From an optimization exercise on the open Yosys and OpenROAD flow, aimed at small area, a short achievable clock period and few clock cycles; shortcuts taken in it are not production practice. At most, simulation tests tie the RTL to the original design; equivalence was not proved. No activity file was given, so power comes from the tool's default toggle rates.

// cpu_system
module cpu_system(
    input          clk,
    input          reset,
    output         imem_read,
    output [5:0]   imem_addr,
    input  [127:0] imem_rdata,
    input          imem_busywait,
    output         dmem_read,
    output         dmem_write,
    output [5:0]   dmem_addr,
    output [31:0]  dmem_wdata,
    input  [31:0]  dmem_rdata,
    input          dmem_busywait,
    output         ret_valid,
    output [31:0]  ret_pc,
    output         ret_rf_we,
    output [2:0]   ret_rf_waddr,
    output [7:0]   ret_rf_wdata
);
Size: about 1100 flip-flops, ~260 I/O pins, about 51000 um2 of cells after synthesis.
clock: 10.0 ns
lec_check: 0
cap_margin: 20
core_margin: 2
core_utilization: 55
cts_buf_list: sky130_fd_sc_hd__clkbuf_8
setup_slack_margin: 5
slew_margin: 20
tns_end_percent: 0
run.sh (not shown) runs the stock make flow with config.mk's settings and CLKGATE_MAP_FILE= SYNTH_SCRIPT=/design/flow/synth_recipe.tcl, a recipe that flattens the netlist after the stock synthesis.
The starting point completed with no timing, DRC or antenna violations.
Edit:
==> flow/flow/run.sh (new file) <==
#!/bin/bash
# The standard layout (the standard.sh), with timing repair aiming below
# the clock period. The whole make output goes to standard_flow.log here; each
# tool's own log is under orfs/logs/.
set -euo pipefail
bash standard.sh SETUP_SLACK_MARGIN=6.5 finish > standard_flow.log 2>&1
==> flow/standard.sh (new file) <==
#!/bin/bash
# synth_recipe.tcl (not shown) runs the flow's synth.tcl, then flattens the netlist and writes it again
# the make line also repeats each setting of config.mk as NAME=value (left out here)
make -C /OpenROAD-flow-scripts/flow DESIGN_CONFIG=/design/flow/config.mk WORK_HOME=/design/flow/orfs CLKGATE_MAP_FILE= SYNTH_SCRIPT=/design/flow/synth_recipe.tcl "${@:-finish}"
- CORE_UTILIZATION: 55 -> 40
- CTS_BUF_LIST: sky130_fd_sc_hd__clkbuf_8 -> not set
- SETUP_SLACK_MARGIN: 5 -> not set
- TNS_END_PERCENT: 0 -> not set
removed: flow/run.sh
Critical path depth goes up by 9.
Wire length goes up by 13%.
Clock-buffer cell count goes down by 33.
Sequential share of layout area goes down by 5.8 points.
Worst setup slack gains 1.0 ns.
Function was not checked in any run of this note: the RTL went through the layout flow alone.


the reference run:
Another version of the RTL of cpu_system (not shown whole).
Size in the first run: about 3500 cells after synthesis, roughly 260 I/O pins, roughly 0.050 mm^2 of cells after synthesis.
Settings: LEC_CHECK=0, CAP_MARGIN=20, CORE_MARGIN=2, CORE_UTILIZATION=40, SLEW_MARGIN=20; clock period 10.0 ns.
Stock flow here: none of the scripts above is used.
Testbench counts of the reference run, summed over its fixed seeds: cycles 139,270.
Input-level comparison between the trial run and the reference run:
==> flow/flow/run.sh (new file) <==
#!/bin/bash
# Standard layout, with timing repair aiming further below the clock period.
set -euo pipefail
bash standard.sh SETUP_SLACK_MARGIN=7 finish > standard_flow.log 2>&1
==> flow/standard.sh (new file) <==
#!/bin/bash
# synth_recipe.tcl (not shown) runs the flow's synth.tcl, then flattens the netlist and writes it again
# the make line also repeats each setting of config.mk as NAME=value (left out here)
make -C /OpenROAD-flow-scripts/flow DESIGN_CONFIG=/design/flow/config.mk WORK_HOME=/design/flow/orfs CLKGATE_MAP_FILE= SYNTH_SCRIPT=/design/flow/synth_recipe.tcl "${@:-finish}"
removed: flow/run.sh
### Flow results
- As far as post-synthesis simple-gate area fraction goes, the trial run and the reference run are indistinguishable; the numbers are identical.
- Of the two candidates, the reference run has the better static power due to leakage and the trial run the worse one.
- Diff the reference run -> the trial run: final non-filler cell total went up by 671, count of non-CTS inverters in the layout climbed 1, switching power of the nets went up about 5%, endpoint required time on the critical path went down 0.02 ns.
- The reference run has lower violation count after the first detailed-routing iteration than the trial run.
- The reference run ended up with dt[3][3] as its capture point of the worst path; the trial run ended up with wwd[0].
- Core utilization: the trial run higher than the reference run


Another version of the RTL of cpu_system (not shown whole).
Size: ~3600 cells after synthesis, about 1100 flip-flops, roughly 260 I/O pins.
clock: 10.0 ns
lec_check: 0
cap_margin: 20
core_margin: 2
core_utilization: 70
cts_buf_list: sky130_fd_sc_hd__clkbuf_16
cts_cluster_diameter: 60
cts_cluster_size: 25
slew_margin: 20
standard.sh (not shown) runs the stock make flow with config.mk's settings and CLKGATE_MAP_FILE= SYNTH_SCRIPT=/design/flow/synth_recipe.tcl, a recipe that flattens the netlist after the stock synthesis.
==> flow/flow/run.sh <==
#!/bin/bash
# The standard layout (the standard.sh), with timing repair aiming below
# the clock period, and plain buffers on the ports. The whole make output goes
# to standard_flow.log here; each tool's own log is under orfs/logs/.
set -euo pipefail
bash standard.sh SETUP_SLACK_MARGIN=8 TNS_END_PERCENT=0 "BUFFER_PORTS_ARGS=-buffer_cell sky130_fd_sc_hd__buf_2" finish > standard_flow.log 2>&1
The starting point passed the timing, DRC and antenna checks.
Testbench counts at the start, summed over its fixed seeds: cycles 132,922.
Edit:
- CTS_BUF_LIST: sky130_fd_sc_hd__clkbuf_16 -> sky130_fd_sc_hd__clkbuf_8
- CTS_CLUSTER_DIAMETER: 60 -> default
- CTS_CLUSTER_SIZE: 25 -> default
Maximum frequency decreases by about 2%. Setup slack is worse by 0.073 ns. Utilization decreases by 0.28 points. Routed wire length decreases by about 4.5%. Non-clock buffer count decreases by 28. First-iteration DRC count decreases by 10%.

-- what the ideal ports hide --
No port has a modelled driver above. Below, the same layouts with a new extraction and two added sets of constraints. Step 1 assumes that a clkbuf_16 drives the clock port and a buf_2 every other input. Step 2, shift: input delay + t, output delay - t, t = (earliest + latest rising clock arrival at the registers) / 2. This alone moves slack from input paths to output paths. a / b / c = ideal / step 1 / step 2; a / b = the first two.
| run | shift t [ns] | setup slack, ns | worst hold slack (ns) | slew at the worst register clock pin (ns) |
|---|---|---|---|---|
| the first run of note 1 | 0.919 | 5.088 / 5.094 / 4.215 | 0.441 / 0.441 / 0.441 | 0.07 / 0.07 |
| the second run of note 1 | 0.818 | 6.127 / 6.127 / 5.696 | 0.408 / 0.408 / 0.408 | 0.07 / 0.07 |
| the reference run | 0.793 | 3.423 / 3.423 / 3.423 | 0.417 / 0.417 / 0.417 | 0.07 / 0.07 |
| the trial run | 0.799 | 5.507 / 5.507 / 5.507 | 0.422 / 0.422 / 0.422 | 0.07 / 0.07 |
| the first run of note 3 | 0.703 | 6.422 / 6.422 / 5.851 | 0.399 / 0.399 / 0.399 | 0.10 / 0.10 |
| the second run of note 3 | 0.888 | 6.349 / 6.349 / 5.664 | 0.401 / 0.401 / 0.401 | 0.08 / 0.08 |
After both steps every run listed still meets setup and hold. The setup slack of the first run of note 1, which loses most, moves by +0.006 ns with the drivers and by -0.873 ns with both steps.
